This design comes from an exercise in tuning for small area on the open sky130 flow, not from production work. Function was checked by simulation only, so behaviour that the tests miss may differ from the original. Power figures rest on the tool's default switching activity, not on a simulated workload.

==> 04-26 <==
==> flow/design.v (excerpt) <==
module FFT #(parameter N = 64,
             parameter WIDTH = 16)
            (input clk,
             input rst,
             input enable_in,
             input signed [WIDTH-1:0] in_re,
             input signed [WIDTH-1:0] in_im,
             output enable_out,
             output signed [WIDTH-1:0] out_re,
             output signed [WIDTH-1:0] out_im);
==> flow/config.mk <==
export PLATFORM = sky130hd
export DESIGN_NAME = FFT
export DESIGN_NICKNAME = FFT
export VERILOG_FILES = /design/flow/design.v
export SDC_FILE = /design/flow/constraint.sdc
export NUM_CORES = 4
export LEC_CHECK = 0
export ABC_AREA = 1
export CAP_MARGIN = 5
export CORE_MARGIN = 2
export CORE_UTILIZATION = 65
export CTS_BUF_LIST = sky130_fd_sc_hd__clkbuf_8
export CTS_CLUSTER_DIAMETER = 60
export CTS_CLUSTER_SIZE = 16
export SLEW_MARGIN = 5
==> flow/constraint.sdc <==
create_clock -name core_clock -period 10.0 [get_ports {clk}]
set_input_delay 2.0000 -clock core_clock [delete_from_list [all_inputs] [get_ports {clk}]]
set_output_delay 2.0000 -clock core_clock [all_outputs]
set_load 0.01 [all_outputs]
standard.sh (not shown) runs the stock make flow with config.mk's settings and CLKGATE_MAP_FILE= SYNTH_SCRIPT=/design/flow/synth_recipe.tcl, a recipe that flattens the netlist after the stock synthesis.
==> flow/flow/run.sh <==
#!/bin/bash
# Standard layout, with two changes:
# - between synthesis and floorplan, flow/fixpol.py flips the polarity of
#   full-adder cells where that removes inverters between chained adders
#   (FA(~a,~b,~c) = ~FA(a,b,c)); registers and the function are unchanged;
# - every port still gets a buffer, but the smallest one (buf_1).
# Each tool's output goes to a log file here.
set -euo pipefail
R=orfs/results/${FLOW_PLATFORM}/FFT/base
bash standard.sh synth > synth.log 2>&1
python3 flow/fixpol.py "$R/1_2_yosys.v" "$R/1_2_yosys_pol.v" > fixpol.log 2>&1
cp "$R/1_2_yosys.v" "$R/1_2_yosys_std.v"
mv "$R/1_2_yosys_pol.v" "$R/1_2_yosys.v"
rm -f "$R/1_synth.odb" "$R/1_synth.sdc"
BUFFER_PORTS_ARGS="-buffer_cell sky130_fd_sc_hd__buf_1" bash standard.sh finish > layout.log 2>&1
Other scripts of this flow, unchanged in this note and not shown: flow/flow/fixpol.py
==> 02-14 (differences from 04-26) <==
Settings changed: CORE_UTILIZATION 65 to 60.
==> comparison <==
Setup slack: 04-26 is better than 02-14 (66 ps). Of 04-26 and 02-14, 04-26 has the higher first-iteration DRC count (gap about 4%, measured against 02-14). Against 04-26, the combinational power of 02-14 is smaller by about 4%. In 04-26 the cell count is smaller than in 02-14, by 1.3%. 04-26 ran to the end with no violations. 02-14 passed the timing, DRC and antenna checks.
==> figures <==
Hold Crit Endpoint: 02-14 s1b_buf[14][0]; 04-26 s1a_buf[8][20]
Final area over synthesized area: 02-14 1.0642x; 04-26 1.0621x
Result of the run: 02-14 no timing/DRC/antenna violations; 04-26 no timing/DRC/antenna violations
Worst hold start: 02-14 s1b_buf[13][0]; 04-26 s1a_buf[7][20]
Initial detailed-routing violation count: 02-14 6490; 04-26 6748
Share of power burned in combinational logic: 02-14 0.046; 04-26 0.048
Metal1 wirelength: 02-14 116.3 mm; 04-26 106.2 mm
Data required time at the worst endpoint: 02-14 10830 ps; 04-26 10840 ps
Site Rows: 02-14 151; 04-26 145
Vert. Die Dim: 02-14 416.4 um; 04-26 400.2 um

========
==> inputs of v18 <==
FFT, a different RTL version from the one above (not shown whole).
Design FFT, start of the top module:
module FFT #(parameter N = 64,
             parameter WIDTH = 16)
            (input clk,
             input rst,
             input enable_in,
             input signed [WIDTH-1:0] in_re,
             input signed [WIDTH-1:0] in_im,
             output enable_out,
             output signed [WIDTH-1:0] out_re,
             output signed [WIDTH-1:0] out_im);
Settings: LEC_CHECK=0, CAP_MARGIN=20, CORE_MARGIN=2, CORE_UTILIZATION=40, CTS_BUF_LIST=sky130_fd_sc_hd__clkbuf_4 sky130_fd_sc_hd__clkbuf_8, CTS_CLUSTER_SIZE=30, SLEW_MARGIN=20; clock period 10.0 ns.
run.sh (not shown) runs the stock make flow with config.mk's settings and CLKGATE_MAP_FILE= SYNTH_SCRIPT=/design/flow/synth_recipe.tcl, a recipe that flattens the netlist after the stock synthesis.
Stock flow here: none of the scripts above is used.
==> v17 (differences from v18) <==
--- a/flow/design.v
+++ b/flow/design.v
@@ -100,18 +100,18 @@
                    (input clk,
                     input rst,
                     input v_in,
                     input [5:0] cnt_in,
                     input [WIDTH-1:0] x_re,
                     input [WIDTH-1:0] x_im,
                     output reg v_out,
                     output reg [5:0] cnt_out,
-                    output reg [WIDTH-1:0] y_re,
-                    output reg [WIDTH-1:0] y_im);
+                    output [WIDTH-1:0] y_re,
+                    output [WIDTH-1:0] y_im);
     wire [15:0] re_s, im_s;
     generate if (S == 64) begin : g64
     wire [51:0] w;
     wire [63:0] e;
     genvar i;
     for (i = 0; i < 64; i = i + 1) begin : g_dec
         assign e[i] = (cnt_in[5:0] == i);
     end
@@ -3626,25 +3626,21 @@
     ha u_im_c13 (.a(im_12_0), .b(im_c12), .s(im_s[12]), .co(im_c13));
     wire im_c14;
     fa u_im_c14 (.a(im_13_0), .b(im_13_1), .c(im_c13), .s(im_s[13]), .co(im_c14));
     wire im_c15;
     ha u_im_c15 (.a(im_14_0), .b(im_c14), .s(im_s[14]), .co(im_c15));
     wire im_c16;
     fa u_im_c16 (.a(im_15_0), .b(im_15_1), .c(im_c15), .s(im_s[15]), .co(im_c16));
     end endgenerate
-    reg v1;
-    reg [5:0] c1;
+    assign y_re = re_s;
+    assign y_im = im_s;
     always @(posedge clk) begin
-        v1 <= v_in & ~rst;
-        c1 <= rst ? 6'd0 : cnt_in;
-        v_out <= v1 & ~rst;
-        cnt_out <= rst ? 6'd0 : c1;
-        y_re <= re_s;
-        y_im <= im_s;
+        v_out <= v_in & ~rst;
+        cnt_out <= rst ? 6'd0 : cnt_in;
     end
 endmodule
 module sdf4 #(parameter S = 64,
               parameter WIDTH = 16)
              (input clk,
               input rst,
               input v_in,
               input [5:0] cnt_in,
- CORE_UTILIZATION: 40 -> 60
- CTS_BUF_LIST: sky130_fd_sc_hd__clkbuf_4 sky130_fd_sc_hd__clkbuf_8 -> sky130_fd_sc_hd__clkbuf_8
- CTS_CLUSTER_DIAMETER: default -> 60
- CTS_CLUSTER_SIZE: 30 -> 16
==> v10 (differences from v18) <==
- CORE_UTILIZATION: 40 -> 60
- CTS_BUF_LIST: sky130_fd_sc_hd__clkbuf_4 sky130_fd_sc_hd__clkbuf_8 -> sky130_fd_sc_hd__clkbuf_8
- CTS_CLUSTER_SIZE: 30 -> 24
==> v2 (differences from v18) <==
--- a/flow/design.v
+++ b/flow/design.v
@@ -100,18 +100,18 @@
                    (input clk,
                     input rst,
                     input v_in,
                     input [5:0] cnt_in,
                     input [WIDTH-1:0] x_re,
                     input [WIDTH-1:0] x_im,
                     output reg v_out,
                     output reg [5:0] cnt_out,
-                    output reg [WIDTH-1:0] y_re,
-                    output reg [WIDTH-1:0] y_im);
+                    output [WIDTH-1:0] y_re,
+                    output [WIDTH-1:0] y_im);
     wire [15:0] re_s, im_s;
     generate if (S == 64) begin : g64
     wire [51:0] w;
     wire [63:0] e;
     genvar i;
     for (i = 0; i < 64; i = i + 1) begin : g_dec
         assign e[i] = (cnt_in[5:0] == i);
     end
@@ -3626,25 +3626,21 @@
     ha u_im_c13 (.a(im_12_0), .b(im_c12), .s(im_s[12]), .co(im_c13));
     wire im_c14;
     fa u_im_c14 (.a(im_13_0), .b(im_13_1), .c(im_c13), .s(im_s[13]), .co(im_c14));
     wire im_c15;
     ha u_im_c15 (.a(im_14_0), .b(im_c14), .s(im_s[14]), .co(im_c15));
     wire im_c16;
     fa u_im_c16 (.a(im_15_0), .b(im_15_1), .c(im_c15), .s(im_s[15]), .co(im_c16));
     end endgenerate
-    reg v1;
-    reg [5:0] c1;
+    assign y_re = re_s;
+    assign y_im = im_s;
     always @(posedge clk) begin
-        v1 <= v_in & ~rst;
-        c1 <= rst ? 6'd0 : cnt_in;
-        v_out <= v1 & ~rst;
-        cnt_out <= rst ? 6'd0 : c1;
-        y_re <= re_s;
-        y_im <= im_s;
+        v_out <= v_in & ~rst;
+        cnt_out <= rst ? 6'd0 : cnt_in;
     end
 endmodule
 module sdf4 #(parameter S = 64,
               parameter WIDTH = 16)
              (input clk,
               input rst,
               input v_in,
               input [5:0] cnt_in,
- ABC_AREA: default -> 1
- CAP_MARGIN: 20 -> 5
- CORE_UTILIZATION: 40 -> 60
- CTS_BUF_LIST: sky130_fd_sc_hd__clkbuf_4 sky130_fd_sc_hd__clkbuf_8 -> sky130_fd_sc_hd__clkbuf_8
- CTS_CLUSTER_DIAMETER: default -> 60
- CTS_CLUSTER_SIZE: 30 -> 16
- SLEW_MARGIN: 20 -> 5
==> results.toml <==
[run_status]
status = "complete, no violations"

[global_routing]
grt_pass1_wl_um = 440800

[cts]
numCtsBuffers = 178
path_clk_slew_ns = 0.09

[floorplanning]
rows = 153

[pwr]
clock_power_uw = 4730
fin_total_pwr_uw = 15700

[finish]
buffers_excl_clock = 299
final_cell_area_mm2 = 0.1118
fin_cells = 12310

[setup_path]
crit_cells = 41
worst-path-buf-inv = 13
cp_slowest_stage_delay_ns = 0.47

[placed_design]
gp_congestion = 1.035
placedCellCount = 12080

[routing]
routed_wl_um = 292400

[synth]
yosys-top-cells-area = "dfxtp_1 (45%), fa_1 (25%), xor2_1 (6.2%), inv_1 (5.8%), nand2_1 (4.2%)"
yosys_register_bits = 2364

[timing]
relSlewSlack_pct = 6.468
[end of results for v2]
==> results.toml <==
[run_status]
status = "complete, no violations"

[finish]
buffers_excl_clock = 402
final_cell_area_mm2 = 0.1230

[global_routing]
grt_pass1_wl_um = 453100

[synth]
yosys-top-cells-area = "dfxtp_1 (44%), fa_1 (24%), inv_1 (5.2%), xnor2_1 (4.0%), a22oi_1 (3.5%)"

[setup_path]
cp_slowest_stage_delay_ns = 0.95
worst-path-buf-inv = 11

[timing]
relSlewSlack_pct = 18.35

[cts]
numCtsBuffers = 366

[floorplanning]
rows = 192

[pwr]
fin_total_pwr_uw = 19480
[end of results for v18]
==> results.toml <==
[setup_path]
crit_cells = 23
worst-path-buf-inv = 3
cp_slowest_stage_delay_ns = 0.59

[finish]
fin_cells = 12660
final_cell_area_mm2 = 0.1205
buffers_excl_clock = 363

[cts]
numCtsBuffers = 365
path_clk_slew_ns = 0.06

[synth]
yosys_register_bits = 2442
yosys-top-cells-area = "dfxtp_1 (44%), fa_1 (24%), inv_1 (5.2%), xnor2_1 (4.0%), a22oi_1 (3.5%)"

[run_status]
status = "complete, no violations"

[placed_design]
placedCellCount = 12020
gp_congestion = 0.9551

[pwr]
fin_total_pwr_uw = 18860
[end of results for v10]
==> results.toml <==
[placed_design]
gp_congestion = 0.9823
placedCellCount = 11750

[routing]
routed_wl_um = 279100
drtPass1Iterations = 6

[run_status]
status = "complete, no violations"

[floorplanning]
num_tap_cells = 2370
rows = 156

[cts]
path_clk_slew_ns = 0.09
numCtsBuffers = 181

[setup_path]
crit_cells = 23
worst-path-buf-inv = 3

[finish]
final_cell_area_mm2 = 0.1152
fin_cells = 11990
buffers_excl_clock = 372

[synth]
yosys-top-cells-area = "dfxtp_1 (44%), fa_1 (24%), inv_1 (4.7%), xnor2_1 (4.5%), a22oi_1 (3.1%)"

[global_routing]
grt_pass1_wl_um = 429000

[pwr]
fin_total_pwr_uw = 15600

[timing]
relSlewSlack_pct = 20.19
[end of results for v17]

port drivers added, routing unchanged:
The results above use ideal ports. As a check the final layouts listed here were re-extracted and re-timed, cells and wires unchanged.
Step 1 (the two cells are an assumption about what drives the block):
set clk [get_ports {clk}]
set_driving_cell -lib_cell sky130_fd_sc_hd__clkbuf_16 $clk
set_driving_cell -lib_cell sky130_fd_sc_hd__buf_2 [delete_from_list [all_inputs] $clk]
Step 2 times the ports against the registers' clock, not the clock port: input delays grow and output delays shrink by t, the midpoint of the rising clock arrivals with the driver on.
Three values: ideal, step 1, step 2; two values: the first two.
run | t (ns) | setup slack, ns | worst setup path after step 2 | latest minus earliest clock arrival (ns)
04-26 | 1.035 | 0.514 / 0.514 / -0.165 | input to register | 0.088 / 0.088
02-14 | 1.055 | 0.449 / 0.449 / -0.218 | input to register | 0.110 / 0.110
v18 | 1.050 | 0.601 / 0.601 / -0.382 | input to register | 0.159 / 0.159
v17 | 1.075 | 0.639 / 0.696 / -0.380 | input to register | 0.101 / 0.101
v10 | 1.099 | 0.470 / 0.521 / -0.578 | input to register | 0.165 / 0.166
v2 | 1.043 | 0.621 / 0.621 / -0.180 | input to register | 0.077 / 0.077
Met with ideal ports but missed after step 2: setup timing in every run listed. For v10, which loses most, drivers alone change the setup slack by +0.051 ns; drivers and shift together by -1.048 ns.
